Context: an optimization exercise on an open-source flow, tuned for small area and a short achievable clock period. The choices shown serve that exercise and are no tape-out recipe. Only simulation tests tie the RTL to the original design; equivalence was not proved. Power figures rest on the tool's default switching activity, not on a simulated workload.

Design dwpe_top, start of the top module:
module dwpe_top #(
	parameter DW = 32,
	parameter POX = 5,
	parameter KSIZE = 3
)(
	input 					clk,
	input 					rst_n,
	input 					dwpe_ena,
	input [POX*DW-1:0]		pixel_array,
	input [DW-1:0]			weight,
	output[POX*DW-1:0]		result,
	output[POX-1:0]			result_valid
);
Settings: LEC_CHECK=0, CAP_MARGIN=20, CORE_MARGIN=2, CORE_UTILIZATION=40, PLACE_DENSITY=0.6, SLEW_MARGIN=20, SYNTH_HIERARCHICAL=1; clock period 9.0 ns.
run.sh (not shown) runs the stock make flow with config.mk's settings and CLKGATE_MAP_FILE= SYNTH_SCRIPT=/design/flow/synth_recipe.tcl, a recipe that flattens the netlist after the stock synthesis.
==> next run, changes <==
SETUP_SLACK_MARGIN = 3.5   (was unset)
What happened: Final cell count grows by 5.5%. Maximum frequency grows by 22%. Cell area grows by 12%. Clock-buffer cell count shrinks by 3. Clock skew grows by 0.044 ns. Power grows by 12%. Wire length grows by 24%. Sequential share of layout area shrinks by 0.84 points. Global-route usage grows by 5.2 points. Setup slack is better by 1.3 ns. Via count grows by 9.4%.
==> next run, changes <==
==> flow/flow/run.sh (new file) <==
#!/bin/bash
# Layout: the standard ORFS flow, with the port buffers made of plain
# buffers (buf_2 instead of the delay buffer buffer_ports picks by default)
# and sizing free to change a cell's footprint.
set -euo pipefail
bash standard.sh \
	BUFFER_PORTS_ARGS="-buffer_cell sky130_fd_sc_hd__buf_2" \
	MATCH_CELL_FOOTPRINT=0 \
	finish > make.log 2>&1
==> flow/standard.sh (new file) <==
#!/bin/bash
# synth_recipe.tcl (not shown) runs the flow's synth.tcl, then flattens the netlist and writes it again
# the make line also repeats each setting of config.mk as NAME=value (left out here)
make -C /OpenROAD-flow-scripts/flow DESIGN_CONFIG=/design/flow/config.mk WORK_HOME=/design/flow/orfs CLKGATE_MAP_FILE= SYNTH_SCRIPT=/design/flow/synth_recipe.tcl "${@:-finish}"
CAP_MARGIN = 5   (was 20)
SETUP_SLACK_MARGIN = 3.2   (was 3.5)
SLEW_MARGIN = 5   (was 20)
TNS_END_PERCENT = 30   (was unset)
removed: flow/run.sh
=>
- The new run finished clean
- wire length decreases by roughly a tenth
- global-route usage decreases by 4.3 points
- die area stays the same
- synthesized area stays the same
- clock skew decreases by 0.034 ns
- utilization decreases by 5.4 points
- design area decreases by roughly a tenth
- register-to-register slack loses 0.12 ns
- total power decreases by a little under a tenth
- hold slack loses 0.0059 ns
- setup slack loses 0.26 ns
==> next run, changes <==
CAP_MARGIN = 20   (was 5)
SETUP_SLACK_MARGIN = 3.5   (was 3.2)
SLEW_MARGIN = 20   (was 5)
TNS_END_PERCENT = unset   (was 30)
Outcome: Wire length rose by a few percent; register-to-register slack gets better by 0.18 ns; die area is unchanged; global-route usage increases by 3.2 points; hold slack gets better by 0.034 ns.
==> next run, changes <==
==> flow/run.sh (new file) <==
#!/bin/bash
# synth_recipe.tcl (not shown) runs the flow's synth.tcl, then flattens the netlist and writes it again
# the make line also repeats each setting of config.mk as NAME=value (left out here)
make -C /OpenROAD-flow-scripts/flow DESIGN_CONFIG=/design/flow/config.mk WORK_HOME=/design/flow/orfs CLKGATE_MAP_FILE= SYNTH_SCRIPT=/design/flow/synth_recipe.tcl finish
SETUP_SLACK_MARGIN = 2.5   (was 3.5)
removed: flow/flow/run.sh
removed: flow/standard.sh
Result: Final area went down by a few percent. Worst hold slack got worse by 0.043 ns. Power went down by roughly a tenth. Register-to-register slack got worse by 0.28 ns. Worst setup slack got worse by 0.87 ns. First-iteration DRC count went down by a quarter to a third. Combinational power went down by roughly a tenth. Synthesized area stays the same. Routed wire length went down by about a fifth. Flip-flop and latch count stays the same. Non-clock buffer count went down by 196.

========
## try-maple
dwpe_top again, from the RTL that the note above started with.
// dwpe_top
module dwpe_top #(
	parameter DW = 32,
	parameter POX = 5,
	parameter KSIZE = 3
)(
	input 					clk,
	input 					rst_n,
	input 					dwpe_ena,
	input [POX*DW-1:0]		pixel_array,
	input [DW-1:0]			weight,
	output[POX*DW-1:0]		result,
	output[POX-1:0]			result_valid
);
dwpe #(
	.DW(DW),
	.POX(POX),
	.KSIZE(KSIZE)
) u_dwpe (
	.clk,
	.rst_n,
	.dwpe_ena,
	.pixel_array(pixel_array),
	.weight,
	.result(result),
	.result_valid(result_valid)
);
endmodule
clock: 9.0 ns
lec_check: 0
cap_margin: 10
core_margin: 2
core_utilization: 40
place_density: 0.6
setup_slack_margin: 3.2
slew_margin: 10
synth_hierarchical: 1
standard.sh (not shown) runs the stock make flow with config.mk's settings and CLKGATE_MAP_FILE= SYNTH_SCRIPT=/design/flow/synth_recipe.tcl, a recipe that flattens the netlist after the stock synthesis.
==> flow/flow/run.sh <==
#!/bin/bash
# Layout: the standard ORFS flow, with the port buffers made of plain
# buffers (buf_2 instead of the delay buffer buffer_ports picks by default)
# and sizing free to change a cell's footprint.
set -euo pipefail
bash standard.sh \
	BUFFER_PORTS_ARGS="-buffer_cell sky130_fd_sc_hd__buf_2" \
	MATCH_CELL_FOOTPRINT=0 \
	finish > make.log 2>&1
try-maple: flow completed, timing, DRC and antenna clean
Input-level comparison between try-willow and try-maple:
# try-maple
export LEC_CHECK = 0
export CAP_MARGIN = 10
export CORE_MARGIN = 2
export CORE_UTILIZATION = 40
export PLACE_DENSITY = 0.6
export SETUP_SLACK_MARGIN = 3.2
export SLEW_MARGIN = 10
export SYNTH_HIERARCHICAL = 1
create_clock -name core_clock -period 9.0 [get_ports {clk}]
# try-willow
export LEC_CHECK = 0
export CAP_MARGIN = 10
export CORE_MARGIN = 2
export CORE_UTILIZATION = 40
export PLACE_DENSITY = 0.6
export SETUP_SLACK_MARGIN = 3.6
export SLEW_MARGIN = 10
export SYNTH_HIERARCHICAL = 1
create_clock -name core_clock -period 9.0 [get_ports {clk}]
## What came out
Worst clock skew on the final layout for try-willow: 0.023 ns up relative to try-maple. Looking at met2 demand-to-capacity share in global routing, try-willow sits 0.48 points higher than try-maple does. Looking at total power of the final layout, try-willow sits about 6% above try-maple. Count of clock-buffer cells in the layout (try-willow vs. try-maple) decreases by a few percent. try-willow ended up with a lower switching power as a share of total power than try-maple did. Die boundary width: try-maple vs try-willow identical.
Input-level comparison between try-tundra and try-willow:
# try-willow
export LEC_CHECK = 0
export CAP_MARGIN = 10
export CORE_MARGIN = 2
export CORE_UTILIZATION = 40
export PLACE_DENSITY = 0.6
export SETUP_SLACK_MARGIN = 3.6
export SLEW_MARGIN = 10
export SYNTH_HIERARCHICAL = 1
create_clock -name core_clock -period 9.0 [get_ports {clk}]
# try-tundra
export LEC_CHECK = 0
export CAP_MARGIN = 20
export CORE_MARGIN = 2
export CORE_UTILIZATION = 40
export PLACE_DENSITY = 0.6
export SETUP_SLACK_MARGIN = 3.0
export SLEW_MARGIN = 20
export SYNTH_HIERARCHICAL = 1
create_clock -name core_clock -period 9.0 [get_ports {clk}]
## What came out
In the reports for try-tundra and try-willow, the smaller peak per-stage delay on the critical path belongs to try-willow. Area of the die: try-tundra vs try-willow identical. ~same total cell area at the placement stage in try-tundra and try-willow. Multi-input gate share of total cell area: try-tundra vs try-willow up 4.0 points. try-tundra went all the way through the flow, and no timing, DRC or antenna check failed. NOTE final cell count try-willow->try-tundra decreased by a few percent. Delta (try-tundra minus try-willow): final-layout setup total negative slack flat, horizontal die dimension flat, worst hold margin up 0.0041 ns. Relative to try-willow, number of stages on the worst setup path decreased by 1 in try-tundra. Maximum frequency, try-tundra and try-willow: lower on try-tundra.

separate check: timing with driven ports:
No port has a modelled driver above. Below, the same layouts with a new extraction and two added sets of constraints.
Step 1 sets driving cells, clkbuf_16 on the clock port and buf_2 on the other inputs (assumed; they add their load-dependent delay and slew).
Step 2 times the ports against the registers' clock, not the clock port: input delays grow and output delays shrink by t, the midpoint of the rising clock arrivals with the driver on.
Three values: no drivers, after step 1, after step 2; two values: the first two.
run | shift t [ns] | slack for setup (ns) | worst setup path at the end | latest minus earliest clock arrival (ns) | cell pins on the clock port's net
the first run of note 1 | 0.732 | 2.113 / 2.159 / 1.427 | input to register | 0.037 / 0.037 | 1
the second run of note 1 | 0.741 | 3.371 / 3.335 / 2.594 | input to register | 0.077 / 0.078 | 1
the third run of note 1 | 0.770 | 3.112 / 3.015 / 2.403 | input to register | 0.040 / 0.040 | 1
the fourth run of note 1 | 0.753 | 3.379 / 3.410 / 2.657 | input to register | 0.056 / 0.056 | 1
the fifth run of note 1 | 0.739 | 2.512 / 2.551 / 1.812 | input to register | 0.047 / 0.046 | 1
try-maple | 0.739 | 3.121 / 3.150 / 2.441 | input to register | 0.044 / 0.044 | 1
try-willow | 0.738 | 3.380 / 3.374 / 2.636 | input to register | 0.065 / 0.065 | 1
try-tundra | 0.751 | 2.988 / 3.051 / 2.300 | input to register | 0.101 / 0.100 | 1
After both steps every run listed still meets setup and hold. For the second run of note 1, which loses most, drivers alone change the setup slack by -0.036 ns; drivers and shift together by -0.777 ns.
